This design comes from an exercise in tuning for small area on the open sky130 flow, not from production work.
In this exercise RTL edits were held to simulation tests only and were not proved equivalent to the original.
Power and IR drop assume default switching activity.

## flow/design.v (module list and top-level ports; edited modules follow where they fit)
// module I2cExpAndMuxMaster: 213 lines
// module I2cExpAndMuxReqArbiter: 509 lines
// module vfchd_i2cmux: 239 lines
module vfchd_i2cmux (
    input           Clk_ik,
    input           Rst_irq,
    input           IoExpApp12Int_ian,
    input           IoExpApp34Int_ian,
    input           IoExpBstEthInt_ian,
    input           IoExpLosInt_ian,
    input           IoExpBlmInInt_ian,
    output          InitDone_oq,
    output [4:0]    VmeGa_onqb5,
    output          VmeGaP_onq,
    input  [7:0]    Led_ib8,
    output [7:0]    StatusLed_ob8,
    input           GpIo1A2B_i,
    input           EnGpIo1Term_i,
    input           GpIo2A2B_i,
    input           EnGpIo2Term_i,
    input           GpIo34A2B_i,
    input           EnGpIo3Term_i,
    input           EnGpIo4Term_i,
    output          StatusGpIo1A2B_oq,
    output          StatusEnGpIo1Term_oq,
    output          StatusGpIo2A2B_oq,
    output          StatusEnGpIo2Term_oq,
    output          StatusGpIo34A2B_oq,
    output          StatusEnGpIo3Term_oq,
    output          StatusEnGpIo4Term_oq,
    output [7:0]    BlmIn_oqb8,
    output          AppSfp1Present_oq,
    output [15:0]   AppSfp1Id_oq16,
    output          AppSfp1TxFault_oq,
    output          AppSfp1Los_oq,
    input           AppSfp1TxDisable_i,
    input           AppSfp1RateSelect_i,
    output          StatusAppSfp1TxDisable_oq,
    output          StatusAppSfp1RateSelect_oq,
    output          AppSfp2Present_oq,
    output [15:0]   AppSfp2Id_oq16,
    output          AppSfp2TxFault_oq,
    output          AppSfp2Los_oq,
    input           AppSfp2TxDisable_i,
    input           AppSfp2RateSelect_i,
    output          StatusAppSfp2TxDisable_oq,
    output          StatusAppSfp2RateSelect_oq,
    output          AppSfp3Present_oq,
    output [15:0]   AppSfp3Id_oq16,
    output          AppSfp3TxFault_oq,
    output          AppSfp3Los_oq,
    input           AppSfp3TxDisable_i,
    input           AppSfp3RateSelect_i,
    output          StatusAppSfp3TxDisable_oq,
    output          StatusAppSfp3RateSelect_oq,
    output          AppSfp4Present_oq,
    output [15:0]   AppSfp4Id_oq16,
    output          AppSfp4TxFault_oq,
    output          AppSfp4Los_oq,
    input           AppSfp4TxDisable_i,
    input           AppSfp4RateSelect_i,
    output          StatusAppSfp4TxDisable_oq,
    output          StatusAppSfp4RateSelect_oq,
    output          BstSfpPresent_oq,
    output [15:0]   BstSfpId_oq16,
    output          BstSfpTxFault_oq,
    output          BstSfpLos_oq,
    input           BstSfpTxDisable_i,
    input           BstSfpRateSelect_i,
    output          StatusBstSfpTxDisable_oq,
    output          StatusBstSfpRateSelect_oq,
    output          EthSfpPresent_oq,
    output [15:0]   EthSfpId_oq16,
    output          EthSfpTxFault_oq,
    output          EthSfpLos_oq,
    input           EthSfpTxDisable_i,
    input           EthSfpRateSelect_i,
    output          StatusEthSfpTxDisable_oq,
    output          StatusEthSfpRateSelect_oq,
    output          CdrLos_oq,
    output          CdrLol_oq,
  // ...
==> flow/flow/run.sh <==
#!/bin/bash
# Standard ORFS flow (the standard.sh, unchanged synthesis) with smaller port buffers
# and a clock tree of fewer, mid-size buffers.
set -euo pipefail
bash standard.sh \
  BUFFER_PORTS_ARGS="-buffer_cell sky130_fd_sc_hd__buf_1" \
  CTS_ARGS="-sink_clustering_enable -repair_clock_nets -buf_list sky130_fd_sc_hd__clkbuf_16 -sink_clustering_size 30 -sink_clustering_max_diameter 100 -dont_use_dummy_load" \
  finish > standard_flow.log 2>&1
==> flow/standard.sh <==
#!/bin/bash
# synth_recipe.tcl (not shown) runs the flow's synth.tcl, then flattens the netlist and writes it again
# the make line also repeats each setting of config.mk as NAME=value (left out here)
make -C /OpenROAD-flow-scripts/flow DESIGN_CONFIG=/design/flow/config.mk WORK_HOME=/design/flow/orfs CLKGATE_MAP_FILE= SYNTH_SCRIPT=/design/flow/synth_recipe.tcl "${@:-finish}"
==> flow/config.mk <==
export PLATFORM = sky130hd
export DESIGN_NAME = vfchd_i2cmux
export DESIGN_NICKNAME = vfchd_i2cmux
export VERILOG_FILES = /design/flow/design.v
export SDC_FILE = /design/flow/constraint.sdc
export NUM_CORES = 4
export LEC_CHECK = 0
export CAP_MARGIN = 20
export CORE_MARGIN = 2
export CORE_UTILIZATION = 40
export SLEW_MARGIN = 20
==> flow/constraint.sdc <==
create_clock -name core_clock -period 10.0 [get_ports {Clk_ik}]
set_input_delay 2.0000 -clock core_clock [delete_from_list [all_inputs] [get_ports {Clk_ik}]]
set_output_delay 2.0000 -clock core_clock [all_outputs]
set_load 0.01 [all_outputs]
==> reports/results.tsv, run 1 <==
stage	metric	value	unit
layout	seq_share	41.3	%
clocking	ctsHtreeMaxLevel	1	
synthesis	syn_inst	2043	
pwr	fin_total_pwr	3.31	mW
global_routing	use_met1	31.5	%
layout	nClkBuffers	17	
synthesis	synth.area.top_cells	dfxtp_1 36%, edfxtp_1 9.9%, nor2_1 5.2%	
pwr	leakagePower	6.56	nW
routing	num_vias	15900	
layout	clockNetworkAreaShare	2.19	%
routing	routed-wl-met3	3420	µm
timing	slew_viol_final	0	
global_routing	grt_use_met2	37.1	%
layout	stdcell_count	2819	
timing	setup_violations	0	
pwr	top_power_group	sequential cells	
setup_path	critPathTopFamily	compound AO/OA/AOI/OAI gates	
timing	fmax	213	MHz
pwr	p_sw_share	34.1	%
layout	multi_input_cells	1499	
synthesis	ys_ff_latch	373	
clocking	ctsResizeCount	0	
worst_hold_path	worstHoldStart	i_Arbiter.IoExpBlmInInt_x3[1]$_DFF_P_	
global_routing	grt-ovfl-total	0	
layout	final_common_cell	dfxtp_1	
synthesis	synth_top_family_by_area	simple AND/OR/NAND/NOR gates	
routing	m1WireLength	24200	µm
routing	maxUsedRoutingLayer	met4	
floorplan	fp.dieArea	45600	µm²
pwr	power_clock	0.777	mW
pwr	peakVddDrop	155	µV
synthesis	post_synth_and_or_nand_nor_area_fraction	22.3	%
global_routing	grt_pass1_vias	14600	
setup_path	path_cells	inv_1 -> ha_1 -> or3b_1 -> nor2_1 -> a311o_1 -> o41ai_4 -> mux2i_1 -> a311o_1 -> nand4_1 -> a31oi_4 -> mux2_2	
layout	final_cell_mix	315 x dfxtp_1, 294 x buf_1, 242 x nor2_1, 231 x nand2_1, 179 x a21oi_1	
routing	avgRoutedWirePerCell	19.2	µm
synthesis	yosys-mux-area-fraction	3.81	%
floorplan	die_w	214	µm
global_routing	grt_max_degree	99	
routing	routed_via_density	5.63	
place	hpwl	39200	µm
status	status	complete, no violations	
pwr	power_frac_seq	51.2	%
==> run 2: changes to the inputs <==
==> flow/flow/run.sh (replaced) <==
#!/bin/bash
# Standard ORFS flow (the standard.sh, unchanged synthesis) with smaller port buffers
# and a clock tree of fewer, mid-size buffers.
set -euo pipefail
bash standard.sh \
  BUFFER_PORTS_ARGS="-buffer_cell sky130_fd_sc_hd__buf_1" \
  CTS_ARGS="-sink_clustering_enable -repair_clock_nets -buf_list sky130_fd_sc_hd__clkbuf_8 -sink_clustering_size 16 -sink_clustering_max_diameter 60 -dont_use_dummy_load" \
  finish > standard_flow.log 2>&1
==> run 2 against run 1 <==
Effect of this change: register-to-register slack about the same; synthesized area unchanged; final cell count up 0.71%; worst setup slack worse by 0.014 ns; sequential power about the same; worst hold slack better by 0.0046 ns; non-clock buffer count unchanged; count of clock-buffer cells in the layout up 20; flip-flop and latch count unchanged; via count up 1.2%; critical path type unchanged; critical endpoint unchanged; largest cell class unchanged; largest power group unchanged.
==> reports/results.tsv, run 2 <==
stage	metric	value	unit	change
setup_path	critPathRequiredTime	10.48	ns	
clocking	cts_buffers	37		
floorplan	io_pins	296		
global_routing	globalRouteTotalUtil	23.3	%	
layout	drive_above_1_share	4.97	%	
layout	design_area	19500	µm²	
place	port_buffers	295		
routing	totalWireLength	54700	µm	
setup_path	worst-endpoint-arrival	5.18	ns	
timing	setup_ws	5.30	ns	
clocking	hold_buffers	0		
job	drv_cap	0		
timing	setup_violations	0		unchanged
global_routing	grt_pass1_wl	83800	µm	
synthesis	syn_inst	2043		unchanged
clocking	ctsHtreeMaxLevel	2		+1
routing	drc	0		
setup_path	path_cells	inv_1 -> ha_1 -> or3b_1 -> nor2_1 -> a311o_1 -> o41ai_4 -> mux2i_1 -> a311o_1 -> nand4_1 -> a31oi_4 -> mux2_2		
setup_path	start_kind	flop		
routing	ant_nets	0		
timing	setup_tns	0	ns	
place	hpwl	39200	µm	unchanged
timing	period_share	47.0	%	
worst_hold_path	hp-class	flop to flop		
layout	antenna_cells	0		
timing	max-slew-margin-rel	23.1	%	
synthesis	synth_warnings	2		
pwr	p_per_area	172	nW/µm²	
timing	fin_crit	4.70	ns	
pwr	fin_total_pwr	3.36	mW	+1.6%
synthesis	synth_common_cells	315 x dfxtp_1, 244 x nor2_1, 231 x nand2_1		
synthesis	synth.area.top_cells	dfxtp_1 36%, edfxtp_1 9.9%, nor2_1 5.2%		
global_routing	antenna_found_initial	0		
layout	layout.nets	2367		
timing	fin_skew	0.0736	ns	
layout	final_common_cell	dfxtp_1		
floorplan	die_w	214	µm	unchanged
synthesis	synth-edff-count	58		
floorplan	die_y	214	µm	
routing	routed_via_density	5.66		+0.48%
clocking	cts_max_path_buffers	3		
setup_path	critPathBufInv	1		
routing	drt_first_pass_iters	6		
clocking	clk_latency	0.62	ns	
setup_path	critPathKind	flop to flop		
clocking	cts.clk_slew.worst_paths	0.09	ns	
setup_path	critPathTopFamily	compound AO/OA/AOI/OAI gates		
layout	largest_reg_flops	32		
synthesis	synthesis.area	17600	µm²	
floorplan	fp.dieArea	45600	µm²	unchanged
setup_path	cp-end-kind	flop		
place	placed_cell_area	19000	µm²	
pwr	peakVddDrop	91.2	µV	-41%
routing	drtIter0Drc	1506		
layout	fillers	4413		
clocking	cts_tree	built		
layout	reg_top3	i_Arbiter.GlobalConfigReg_q32 x32, i_Arbiter.BlmInMuteOthersCnt_c24 x24		
routing	num_vias	16100		+1.2%
place	pre_cts_ws	4.85	ns	
layout	area_growth	11.3	%	
synthesis	yosysTopAreaCellShare	35.9	%	
global_routing	grt_max_degree	99		unchanged
global_routing	grt_pass1_vias	14600		+0.43%
timing	worstMarginPinSlew	1.15	ns	
synthesis	ys_ff_latch	373		unchanged
synthesis	yosysMostFrequentCell	dfxtp_1		
floorplan	coreArea	43200	µm²	
clocking	cts_setup_buffers	0		
timing	rsz0062_at_grt	false		
synthesis	ys_seq_area_share	45.8	%	
setup_path	cp_common_cell	a311o_1		
synthesis	synth_cell_types	90		
global_routing	grt-ovfl-total	0		unchanged
floorplan	num_rows	76		
routing	avgRoutedWirePerCell	19.3	µm	+0.23%
synthesis	mappedNetlistNets	2154		
timing	hold_viol_final	0		
timing	fmax	213	MHz	-0.29%
clocking	cts.sinks	373		
pwr	leakagePower	6.62	nW	+0.84%
setup_path	cp_max_fo	13		
setup_path	critical_path.max_stage_delay	0.66	ns	
place	gp_congestion	0.922		
synthesis	avgSynthCellArea	8.60	µm²	
clocking	ctsResizeCount	0		unchanged
timing	slew_viol_final	0		unchanged
synthesis	async_reset_ff_share	0	%	
setup_path	critPathSlowestCell	dfxtp_1		
clocking	clockRootBuffer	clkbuf_8		
floorplan	start_util	40.7	%	
layout	final_cell_mix	315 x dfxtp_1, 294 x buf_1, 242 x nor2_1, 231 x nand2_1, 179 x a21oi_1		
status	status	complete, no violations		
synthesis	synth_top_area_cell	dfxtp_1		
layout	top_register	i_Arbiter.GlobalConfigReg_q32		
synthesis	ys.flop_type	dfxtp_1		
[run 2: cell counts after synthesis]
Identical to the previous run, type by type.
[run 2: cell families after synthesis]
family          count (synthesis)  share of synthesized area [%]
fa+ha+maj                      17                           1.21
buf+inv                       171                           3.91
compound gates                499                           18.4
xor+xnor                       90                           4.49
simple gates                  829                           22.3
flops                         373                           45.8
mux                            64                           3.81
[run 2: cell type report]
type                            instances  area, µm²  share of cell area [%]
Clock buffer                           37        509                    2.61
Inverter                               33        124                   0.634
Multi-Input combinational cell       1499       8890                    45.5
Sequential cell                       373       8050                    41.2
Tap cell                              585        732                    3.74
Timing Repair Buffer                  312       1250                    6.38
[run 2: metal layers]
metal	vias up	share of wire [%]	GRT usage (%)
li1	7690	-	-
met3	71	6.4	3.66
met1	7725	45	32.0
met2	576	47	38.2
met5	-	0	0
met4	0	2.1	5.82
[run 2: path summary, 6_finish.rpt]
kind / endpoint / slack [ns] / depth (start not counted) / from
worst min-delay path: i_Arbiter.IoExpLosInt_x3[1]$_DFF_P_ / 0.33 / 0 / i_Arbiter.IoExpLosInt_x3[0]$_DFF_P_
worst min register to register: i_Arbiter.IoExpLosInt_x3[1]$_DFF_P_ / 0.33 / 0 / i_Arbiter.IoExpLosInt_x3[0]$_DFF_P_
worst max-delay path: i_Arbiter.StatusLed_ob8[0]$_SDFFE_PP0P_ / 5.30 / 11 / i_Arbiter.State_q[0]$_SDFF_PP0_
worst max register to register: i_Arbiter.StatusLed_ob8[0]$_SDFFE_PP0P_ / 5.30 / 11 / i_Arbiter.State_q[0]$_SDFF_PP0_
[run 2: stage by stage]
stage          cells  utilization [%]  hold WS (ns)
6_report        2839             45.3         0.334
5_1_grt         2839             45.3         0.342
4_1_cts         2838             45.2         0.334
3_5_place_dp    2801             44.0         0.312
3_3_place_gp    2801             44.0         0.310
2_1_floorplan   2043                -         0.310
[run 2: power breakdown]
group | internal (mW) | switching, mW
Clock | 0.331 | 0.498
Sequential | 1.59 | 0.0975
Combinational | 0.279 | 0.562
[run 2: worst reg2reg max path: stages (launching register included)]
cell     delay [ns]
dfxtp_1        0.66
inv_1          0.21
ha_1           0.40
or3b_1         0.53
nor2_1         0.25
a311o_1        0.38
o41ai_4        0.51
mux2i_1        0.33
a311o_1        0.19
nand4_1        0.29
a31oi_4        0.45
mux2_2         0.39
==> run 3: changes to the inputs <==
==> flow/flow/run.sh (replaced) <==
#!/bin/bash
# Standard ORFS flow (the standard.sh, unchanged synthesis) with smaller port buffers
# and smaller clock-tree buffers.
set -euo pipefail
bash standard.sh \
  BUFFER_PORTS_ARGS="-buffer_cell sky130_fd_sc_hd__buf_1" \
  CTS_ARGS="-sink_clustering_enable -repair_clock_nets -buf_list sky130_fd_sc_hd__clkbuf_4 -dont_use_dummy_load" \
  finish > standard_flow.log 2>&1
==> run 3 against run 2 <==
Effect of this change: utilization increased by 0.58 points; via count increased by 2.4%; die area unchanged; final cell count increased by 2.3%; first-iteration DRC count decreased by 1.6%; count of clock-buffer cells in the layout increased by 63; maximum frequency increased by 1.2%; combinational power about the same; largest power group unchanged.
==> reports/results.tsv, run 3 <==
stage	metric	value	unit	change
status	status	complete, no violations		
synthesis	synth_top_area_cell	dfxtp_1		
timing	fmax	215	MHz	+1.2%
global_routing	grt_pass1_vias	15400		+4.9%
routing	drt_first_pass_iters	7		+1
routing	drtIter0Drc	1482		-1.6%
worst_hold_path	holdPathStages	0		unchanged
global_routing	antenna_found_initial	2		+2
floorplan	coreArea	43200	µm²	unchanged
timing	fin_crit	4.64	ns	-0.0563 ns
routing	totalWireLength	55400	µm	+1.2%
synthesis	synth_top_family_by_area	simple AND/OR/NAND/NOR gates		
synthesis	ys_seq_area_share	45.8	%	unchanged
synthesis	synth_warnings	2		unchanged
synthesis	synth-compound-area-share	18.4	%	unchanged
place	gp_congestion	0.922		unchanged
floorplan	num_rows	76		unchanged
synthesis	synth_cell_types	90		unchanged
timing	worstMarginPinSlew	1.14	ns	-0.00551 ns
setup_path	critPathSlowestCell	dfxtp_1		
routing	avgRoutedWirePerCell	19.1	µm	-1.1%
routing	routed_via_density	5.66		about the same
synthesis	syn_inst	2043		unchanged
clocking	cts_setup_buffers	0		unchanged
synthesis	mappedNetlistNets	2154		unchanged
timing	hold_viol_final	0		unchanged
clocking	cts.sinks	373		unchanged
global_routing	grt_max_degree	99		unchanged
clocking	clk_latency	0.81	ns	+0.19 ns
setup_path	cp-end-kind	flop		
floorplan	fp.dieArea	45600	µm²	unchanged
setup_path	cp_max_fo	13		unchanged
pwr	leakagePower	6.81	nW	+2.9%
place	pre_cts_ws	4.85	ns	unchanged
timing	period_share	46.4	%	-0.56 points
worst_hold_path	worstHoldStart	i_Arbiter.IoExpApp34Int_x3[0]$_DFF_P_		
timing	setup_tns	0	ns	unchanged
setup_path	cp_common_cell	a311o_1		
synthesis	async_reset_ff_share	0	%	unchanged
synthesis	synthAdderAreaFrac	1.21	%	unchanged
synthesis	synth-edff-count	58		unchanged
clocking	cts.clk_slew.worst_paths	0.06	ns	-0.03 ns
global_routing	grt_pass1_wl	85200	µm	+1.7%
synthesis	avgSynthCellArea	8.60	µm²	unchanged
timing	rsz0062_at_grt	false		
synthesis	synth_common_cells	315 x dfxtp_1, 244 x nor2_1, 231 x nand2_1		
synthesis	yosysMostFrequentCell	dfxtp_1		
synthesis	ys.flop_type	dfxtp_1		
clocking	ctsResizeCount	0		unchanged
layout	reg_top3	i_Arbiter.GlobalConfigReg_q32 x32, i_Arbiter.BlmInMuteOthersCnt_c24 x24		
layout	final_cell_mix	315 x dfxtp_1, 294 x buf_1, 242 x nor2_1, 231 x nand2_1, 179 x a21oi_1		
clocking	hold_buffers	0		unchanged
floorplan	die_w	214	µm	unchanged
layout	largest_reg_flops	32		unchanged
setup_path	start_kind	flop		
floorplan	die_y	214	µm	unchanged
clocking	cts_buffers	100		+170%
timing	max-slew-margin-rel	23.2	%	+0.064 points
floorplan	start_util	40.7	%	unchanged
synthesis	ys_ff_latch	373		unchanged
clocking	ctsHtreeMaxLevel	3		+1
setup_path	reg2regPathDepth	11		unchanged
setup_path	critPathRequiredTime	10.68	ns	+0.20 ns
job	drv_cap	0		unchanged
layout	layout.nets	2430		+2.7%
layout	fillers	4415		+0.045%
synthesis	yosys-mux-area-fraction	3.81	%	unchanged
setup_path	r2r_slack	5.36	ns	+0.06 ns
worst_hold_path	hp-class	flop to flop		
floorplan	io_pins	296		unchanged
pwr	p_per_area	179	nW/µm²	+4.1%
timing	setup_ws	5.36	ns	+0.0563 ns
synthesis	yosysTopAreaCellShare	35.9	%	unchanged
timing	whs	0.320	ns	-0.0145 ns
synthesis	synth-xor-area-share	4.49	%	unchanged
setup_path	worst-endpoint-arrival	5.32	ns	+0.14 ns
synthesis	synthesis.area	17600	µm²	unchanged
setup_path	crit-reg2reg-launch	i_Arbiter.State_q[0]$_SDFF_PP0_		
place	hpwl	39200	µm	unchanged
routing	drc	0		unchanged
routing	ant_nets	0		unchanged
layout	top_register	i_Arbiter.GlobalConfigReg_q32		
place	port_buffers	295		unchanged
pwr	peakVddDrop	103	µV	+13%
layout	final_common_cell	dfxtp_1		
clocking	cts_max_path_buffers	3		unchanged
layout	area_growth	12.7	%	
clocking	cts_tree	built		
global_routing	globalRouteTotalUtil	23.8	%	+0.48 points
timing	fin_skew	0.0605	ns	-0.0131 ns
synthesis	synth.area.top_cells	dfxtp_1 36%, edfxtp_1 9.9%, nor2_1 5.2%		
setup_path	path_cells	inv_1 -> ha_1 -> or3b_1 -> nor2_1 -> a311o_1 -> o41ai_4 -> mux2i_1 -> a311o_1 -> nand4_1 -> a31oi_4 -> mux2_2		
timing	setup_violations	0		unchanged
setup_path	reg2reg_to	i_Arbiter.StatusLed_ob8[2]$_SDFFE_PP0P_		
setup_path	critical_path.max_stage_delay	0.66	ns	about the same
global_routing	grt-ovfl-total	0		unchanged
synthesis	post_synth_and_or_nand_nor_area_fraction	22.3	%	unchanged
worst_hold_path	hold-path-endpoint	i_Arbiter.IoExpApp34Int_x3[1]$_DFF_P_		
routing	num_vias	16400		+2.4%
timing	slew_viol_final	0		unchanged
layout	drive_above_1_share	7.55	%	+2.6 points
clocking	clockRootBuffer	clkbuf_4		
setup_path	critPathKind	flop to flop		
## run 3: cell count changes in the layout (fill, tap and decap cells not counted), sizes merged
| cell | delta |
|---|---|
| diode | +3 |
| clkbuf | +63 |
## run 3: worst max-delay path, delay by kind of cell, from the launching register on
kind	cells	cell delay (ns)
AOI/OAI and AO/OA	4	1.51
buffers and inverters	1	0.20
DFF	1	0.66
muxes	2	0.73
and+or+nand+nor	3	1.03
adders and majority gates	1	0.40
## run 3: per-layer routing
metal	up-vias	wire length, µm	global-route usage (%)
li1	7852	-	-
met1	7885	24500	31.6
met2	613	25700	38.2
met3	98	3600	4.82
met4	0	1570	8.72
met5	-	0	0
## run 3: worst max-delay path by stage
| stage | from | endpoint | depth (start not counted) |
|---|---|---|---|
| 3_5_place_dp | I2cWbAdr_ib12[9] | i_Arbiter.StatusLed_ob8[0]$_SDFFE_PP0P_ | 10 |
| 6_report | i_Arbiter.State_q[0]$_SDFF_PP0_ | i_Arbiter.StatusLed_ob8[2]$_SDFFE_PP0P_ | 11 |
| 3_3_place_gp | I2cWbAdr_ib12[9] | i_Arbiter.StatusLed_ob8[4]$_SDFFE_PP0P_ | 10 |
| 2_1_floorplan | I2cWbAdr_ib12[9] | i_Arbiter.StatusLed_ob8[0]$_SDFFE_PP0P_ | 10 |
| 5_1_grt | i_Arbiter.State_q[0]$_SDFF_PP0_ | i_Arbiter.StatusLed_ob8[6]$_SDFFE_PP0P_ | 11 |
| 4_1_cts | i_Arbiter.State_q[0]$_SDFF_PP0_ | i_Arbiter.StatusLed_ob8[0]$_SDFFE_PP0P_ | 11 |
## run 3: layout make-up
type                    instances  area (µm²)  share of cell area, %
clock buffers                 100         751                   3.79
inverters                      33         124                  0.626
multi-input cells            1499        8890                   44.9
repair buffers                312        1250                   6.30
well taps                     585         732                   3.70
diodes                          3        7.51                 0.0379
flip-flops and latches        373        8050                   40.7
## run 3: metrics by stage
step | utilization (%) | power, mW | instances | cell area [µm²]
after floorplan | - | 2.31 | 2043 | 17600
after global placement | 44.0 | 2.55 | 2801 | 19000
after detailed placement | 44.0 | 2.55 | 2801 | 19000
after CTS | 45.7 | 3.57 | 2901 | 19700
after global routing | 45.9 | 3.75 | 2905 | 19800
final | 45.9 | 3.55 | 2905 | 19800
## run 3: power by group
part | internal (mW) | total [mW] | switching [mW]
clock network | 0.450 | 1.01 | 0.559
registers | 1.60 | 1.69 | 0.0978
logic | 0.279 | 0.842 | 0.563
## run 3: kinds of logic (layout without fill, tap and decap cells)
kind of cell / count (synthesis) / in the layout
XOR/XNOR: 90 / 90
multiplexers: 64 / 64
AND/OR/NAND/NOR: 829 / 829
buffers and inverters: 171 / 445
flip-flops: 373 / 373
adder cells (fa/ha/maj): 17 / 17
other: 0 / 3
AO/OA/AOI/OAI: 499 / 499

## re-timing with driven ports
The flow's constraints put no driver on any port. The routed layouts listed below were extracted and timed again, unchanged, in two steps.
Step 1: set_driving_cell puts a clkbuf_16 on Clk_ik and a buf_2 on each other input, an assumption about the parent block.
Step 2 also shifts input and output timing later by t, the mid clock arrival at the registers, as if the neighbouring blocks saw the same clock.
Three values: ideal ports, drivers, drivers and shift; two values: the first two.
| run | t (ns) | setup WS [ns] | latest minus earliest clock arrival (ns) | worst register clock-pin slew, ns |
|---|---|---|---|---|
| run 1 | 0.575 | 5.315 / 5.315 / 4.836 | 0.053 / 0.053 | 0.12 / 0.12 |
| run 2 | 0.633 | 5.301 / 5.301 / 4.795 | 0.080 / 0.080 | 0.10 / 0.10 |
| run 3 | 0.852 | 5.357 / 5.357 / 4.762 | 0.087 / 0.087 | 0.07 / 0.07 |
After both steps every run listed still meets setup and hold. The setup slack of run 3, which loses most, moves by 0.000 ns with the drivers and by -0.595 ns with both steps.
